This is an optimization exercise on Yosys and OpenROAD, whose aim is small area and a short achievable clock period, not a production implementation. Only simulation tests tie the RTL to the original design; equivalence was not proved.

==> inputs of run a <==
==> flow/design.v (excerpt) <==
module write_back(clk,rst,instr,pos_show,pc,show);
input clk, rst;
input [31:0]instr;
input [3:0]pos_show;
output [3:0]pc;
output reg [15:0]show;
reg [31:0] r [1:15];
reg [3:0]  PC;
reg [3:0]  op_ex, dest_ex;
reg        c_flag;
reg [31:0] opr1;
reg [31:0] opr2_raw;
reg [4:0]  amt_ex;
reg        left_ex;
assign pc = PC;
wire [3:0] op   = instr[24:21];
wire [3:0] rn   = instr[19:16];
wire [3:0] rd   = instr[15:12];
wire [3:0] rm   = instr[3:0];
wire [3:0] rs   = instr[11:8];
wire       imm_form = instr[25];
wire       left = instr[5];
wire [32*15-1:0] rflat;
genvar g;
generate for (g = 1; g < 16; g = g + 1) begin : fl
    assign rflat[32*(g-1) +: 32] = r[g];
end endgenerate
function [31:0] rd_oh(input [15:1] s, input [32*15-1:0] rr);
    integer j;
    begin
        rd_oh = 32'd0;
        for (j = 1; j < 16; j = j + 1)
            rd_oh = rd_oh | ({32{s[j]}} & rr[32*(j-1) +: 32]);
    end
endfunction
function [15:1] onehot(input [3:0] i);
    integer j;
    for (j = 1; j < 16; j = j + 1)
        onehot[j] = (i == j);
endfunction
function [31:0] rev(input [31:0] v);
    integer j;
    for (j = 0; j < 32; j = j + 1)
        rev[j] = v[31 - j];
endfunction
wire [31:0] b;
if_decode shifter(.val(opr2_raw), .amt(amt_ex), .left(left_ex), .opr2(b));
wire [31:0] result;
wire        c_new;
execute alu(.op(op_ex), .a(opr1), .b(b), .c_in(c_flag), .result(result), .c_out(c_new));
wire we = ~op_ex[3] & (dest_ex != 4'd0);
wire [31:0] rn_val = rd_oh(onehot(rn), rflat);
wire [31:0] rs_val = rd_oh(onehot(rs), rflat);
wire [31:0] rm_val = rd_oh(onehot(rm), rflat);
wire [31:0] ps_val = rd_oh(onehot(pos_show), rflat);
wire        fwd = (dest_ex == rm);
wire [4:0]  amt_reg = (we && dest_ex == rs) ? result[4:0] : rs_val[4:0];
wire [4:0]  amt = imm_form ? {instr[11:8], 1'b0} : instr[4] ? amt_reg : instr[11:7];
wire [31:0] opr2_val = imm_form ? {24'd0, instr[7:0]} : left ? rev(rm_val) : rm_val;
wire [31:0] wd_lo = result & {32{~rst}};
wire [31:0] wd_hi = result | {32{rst}};
integer k;
always @(posedge clk) begin
    show  <= ps_val[15:0];
    op_ex <= op;
    for (k = 1; k < 16; k = k + 1)
        if (rst | (we & dest_ex == k))
            r[k] <= {wd_lo[31:8],
                     ((k & 8) && k != 15) ? wd_hi[7] : wd_lo[7],
  ...
Settings: LEC_CHECK=0, CAP_MARGIN=20, CORE_MARGIN=2, CORE_UTILIZATION=40, SETUP_SLACK_MARGIN=5, SLEW_MARGIN=20, TNS_END_PERCENT=100; clock period 10.0 ns.
run.sh (not shown) runs the stock make flow with config.mk's settings and CLKGATE_MAP_FILE= SYNTH_SCRIPT=/design/flow/synth_recipe.tcl, a recipe that flattens the netlist after the stock synthesis.
==> inputs of run b, as changes to run a <==
==> flow/design.v (replaced) <==
module if_decode(val, amt, left, fill, opr2);
input  [31:0] val;
input  [4:0]  amt;
input         left, fill;
output [31:0] opr2;
wire [63:0] s = {{32{fill}}, val} >> amt;
genvar i;
generate for (i = 0; i < 32; i = i + 1) begin : rv
    assign opr2[i] = left ? s[31 - i] : s[i];
end endgenerate
endmodule
module execute(x, y, arith, sub, adc, m, cupd, tt_l, rst, c_in, wd_lo, wd_hi, c_out);
input  [31:0] x;       
input  [31:0] y;       
input         arith;   
input         sub;     
input         adc;     
input         m;       
input         cupd;    
input  [3:0]  tt_l;    
input         rst;
input         c_in;
output [31:0] wd_lo;   
output [31:0] wd_hi;   
output        c_out;
wire        dec = m & ~c_in;
wire        c0  = sub | (adc & c_in);
wire [31:0] xs  = dec ? x - 32'd1 : x;
wire [32:0] s33 = {1'b0, xs} + {1'b0, y} + {32'd0, c0};
wire        c31 = s33[31] ^ xs[31] ^ y[31];
wire        borrow = dec & (x[30:0] == 31'd0);
wire [31:0] lg;
genvar i;
generate for (i = 0; i < 32; i = i + 1) begin : lb
    assign lg[i] = y[i] ? (x[i] ? tt_l[3] : tt_l[2]) : (x[i] ? tt_l[1] : tt_l[0]);
end endgenerate
wire [31:0] res = arith ? {s33[31] ^ m, s33[30:0]} : lg;
assign wd_lo = res & {32{~rst}};
assign wd_hi = res | {32{rst}};
wire cin_ref = c31 ^ ~borrow;
assign c_out = m ? ~((cin_ref & x[31]) | (cin_ref & y[31]) | (x[31] & y[31])) :
               cupd ? s33[32] : c_in;
endmodule
module write_back(clk,rst,instr,pos_show,pc,show);
input clk, rst;
input [31:0]instr;
input [3:0]pos_show;
output [3:0]pc;
output reg [15:0]show;
reg [31:0] r_n [1:15];             
reg [3:0]  PC;
reg [3:0]  dest_ex;
reg        we_ex;
reg        c_flag;
reg [31:0] opr1, opr2_raw;
reg [4:0]  amt_ex;
reg        left_ex, fill_ex;
reg        arith_ex, sub_ex, adc_ex, m_ex, cupd_ex;
reg [3:0]  tt_ex;
assign pc = PC;
wire [3:0] op   = instr[24:21];
wire [3:0] rn   = instr[19:16];
wire [3:0] rd   = instr[15:12];
wire [3:0] rm   = instr[3:0];
wire [3:0] rs   = instr[11:8];
wire       imm_form = instr[25];
wire       left = instr[5];
wire inv_a = (op == 4'b0011) | (op == 4'b0111);
wire inv_b = (op == 4'b0010) | (op == 4'b0110);
wire arith = (op[3:2] == 2'b01) | (op[3:1] == 3'b001) | (op[3:1] == 3'b101);
wire sub   = (op == 4'b0010) | (op == 4'b0011);
wire adc   = (op == 4'b0101);
wire m     = (op == 4'b0110) | (op == 4'b0111);
wire cupd  = (op[3:1] == 3'b010) | (op[3:1] == 3'b101);
reg [3:0] tt;                        
always @(*) begin
    case (op)
    4'b0000, 4'b1000: tt = 4'b1000;
    4'b0001, 4'b1001: tt = 4'b0110;
    4'b1100:          tt = 4'b1110;
    4'b1101:          tt = 4'b1100;
    4'b1110:          tt = 4'b0010;
    4'b1111:          tt = 4'b0011;
    default:          tt = 4'b0000;
    endcase
end
wire [32*15-1:0] rflat;
genvar g;
generate for (g = 1; g < 16; g = g + 1) begin : fl
    assign rflat[32*(g-1) +: 32] = ~r_n[g];
end endgenerate
function [31:0] rd_oh(input [15:1] s, input [32*15-1:0] rr);
    integer j;
    begin
        rd_oh = 32'd0;
        for (j = 1; j < 16; j = j + 1)
            rd_oh = rd_oh | ({32{s[j]}} & rr[32*(j-1) +: 32]);
    end
endfunction
function [15:1] onehot(input [3:0] i);
    integer j;
    for (j = 1; j < 16; j = j + 1)
        onehot[j] = (i == j);
endfunction
function [31:0] rev(input [31:0] v);
    integer j;
    for (j = 0; j < 32; j = j + 1)
        rev[j] = v[31 - j];
endfunction
wire [31:0] y;
if_decode shifter(.val(opr2_raw), .amt(amt_ex), .left(left_ex), .fill(fill_ex), .opr2(y));
wire [31:0] wd_lo, wd_hi;            
wire        c_new;
execute alu(.x(opr1), .y(y), .arith(arith_ex), .sub(sub_ex), .adc(adc_ex), .m(m_ex),
            .cupd(cupd_ex), .tt_l(tt_ex), .rst(rst), .c_in(c_flag),
            .wd_lo(wd_lo), .wd_hi(wd_hi), .c_out(c_new));
wire [31:0] rn_val = rd_oh(onehot(rn), rflat);
wire [31:0] rs_val = rd_oh(onehot(rs), rflat);
wire [31:0] rm_val = rd_oh(onehot(rm), rflat);
wire [31:0] ps_val = rd_oh(onehot(pos_show), rflat);
wire        fwd = (dest_ex == rm);
wire [4:0]  amt_reg = (we_ex && dest_ex == rs) ? wd_lo[4:0] : rs_val[4:0];
wire [4:0]  amt = imm_form ? {instr[11:8], 1'b0} : instr[4] ? amt_reg : instr[11:7];
wire [31:0] opr2_val = imm_form ? {24'd0, instr[7:0]} : left ? rev(rm_val) : rm_val;
wire [31:0] opr1_val = (we_ex && dest_ex == rn) ? wd_lo : rn_val;
integer k;
always @(posedge clk) begin
    show     <= ps_val[15:0];
    arith_ex <= arith;
    sub_ex   <= sub;
    adc_ex   <= adc;
    m_ex     <= m;
    cupd_ex  <= cupd;
    tt_ex    <= tt;
    fill_ex  <= inv_b;
    for (k = 1; k < 16; k = k + 1)
        if (rst | (we_ex & dest_ex == k))
            r_n[k] <= ~{wd_lo[31:8],
                     ((k & 8) && k != 15) ? wd_hi[7] : wd_lo[7],
                     ((k & 4) && k != 15) ? wd_hi[6] : wd_lo[6],
                     ((k & 2) && k != 15) ? wd_hi[5] : wd_lo[5],
                     ((k & 1) && k != 15) ? wd_hi[4] : wd_lo[4],
                     wd_lo[3:0]};
    if (rst) begin
        PC       <= 4'd0;
        dest_ex  <= 4'd0;
        we_ex    <= 1'b0;
        c_flag   <= 1'b0;
        opr1     <= {32{inv_a}};
        opr2_raw <= {32{inv_b}};
        amt_ex   <= 5'd0;
        left_ex  <= 1'b0;
    end else begin
        PC       <= PC + 4'd1;
        dest_ex  <= rd;
        we_ex    <= ~op[3] & (rd != 4'd0);
        c_flag   <= c_new;
        opr1     <= opr1_val ^ {32{inv_a}};
        opr2_raw <= (fwd ? wd_lo : opr2_val) ^ {32{inv_b}};
        amt_ex   <= fwd ? 5'd0 : amt;
        left_ex  <= ~fwd & ~imm_form & left;
    end
end
endmodule
==> flow/flow/run.sh (new file) <==
#!/bin/bash
set -euo pipefail
export SETUP_SLACK_MARGIN=6.1
bash standard.sh > standard_flow.log 2>&1
==> flow/standard.sh (new file) <==
#!/bin/bash
# synth_recipe.tcl (not shown) runs the flow's synth.tcl, then flattens the netlist and writes it again
# the make line also repeats each setting of config.mk as NAME=value (left out here)
make -C /OpenROAD-flow-scripts/flow DESIGN_CONFIG=/design/flow/config.mk WORK_HOME=/design/flow/orfs CLKGATE_MAP_FILE= SYNTH_SCRIPT=/design/flow/synth_recipe.tcl "${@:-finish}"
- ABC_AREA: not set -> 1
- CORE_UTILIZATION: 40 -> 70
- CTS_CLUSTER_DIAMETER: not set -> 100
- CTS_CLUSTER_SIZE: not set -> 22
- SETUP_SLACK_MARGIN: 5 -> not set
removed: flow/run.sh
==> qor summary <==
| quantity | run a | run b |
|---|---|---|
| Result of the run | timing/DRC/antenna clean | stopped before the end |
| Last stage reached | - | global routing |
| Number of buffers inserted during clock tree synthesis | 56 | 31 |
| Number of clock sinks | 579 | 586 |
| Buffer count from post-CTS setup fixing | 107 | 47 |
| Share of the yosys chip area belonging to registers | 45.5% | 48.8% |
| Last weighted congestion value of the routability-driven placer | 0.983 | 1.15 |
| Post-synthesis xor/xnor area fraction | 4.22% | 1.14% |
| Number of resized instances in the post-cts repair step | 254 | 317 |
| Post-synthesis share of cell area spent on and, or, nand and nor gates | 13.8% | 26.3% |
| Post-DP HPWL | 97.9 mm | 98.8 mm |
| Adder and majority gate portion of the synthesized area | 0.459% | 1.34% |
| Share of Yosys cell area claimed by the top area cell type | 40.0% | 42.5% |
| Site row count | 110 | 80 |
| Htree depth | 2 | 1 |
| Chip Width | 304 microns | 224 microns |

[separate check: timing with driven ports]
Ports are ideal in the flow. The routed layout listed here was re-timed in OpenROAD. Step 1 sets driving cells, clkbuf_16 on the clock port and buf_2 on the other inputs (assumed; they add their load-dependent delay and slew). Step 2 moves the port delays by t, midway between the first and last clock arrival at a register: inputs arrive t later, outputs are due t later. That takes back most of the time a late clock gives input paths. Three values: ideal, step 1, step 2; two values: the first two.
run: run a
t, ns: 0.685
setup slack, ns: 4.837 / 4.864 / 4.182
worst hold slack (ns): 0.461 / 0.461 / 0.461
pins driven straight from the clock port: 1
After both steps setup and hold are still met in run a. For run a, drivers alone change the setup slack by +0.027 ns; drivers and shift together by -0.655 ns.
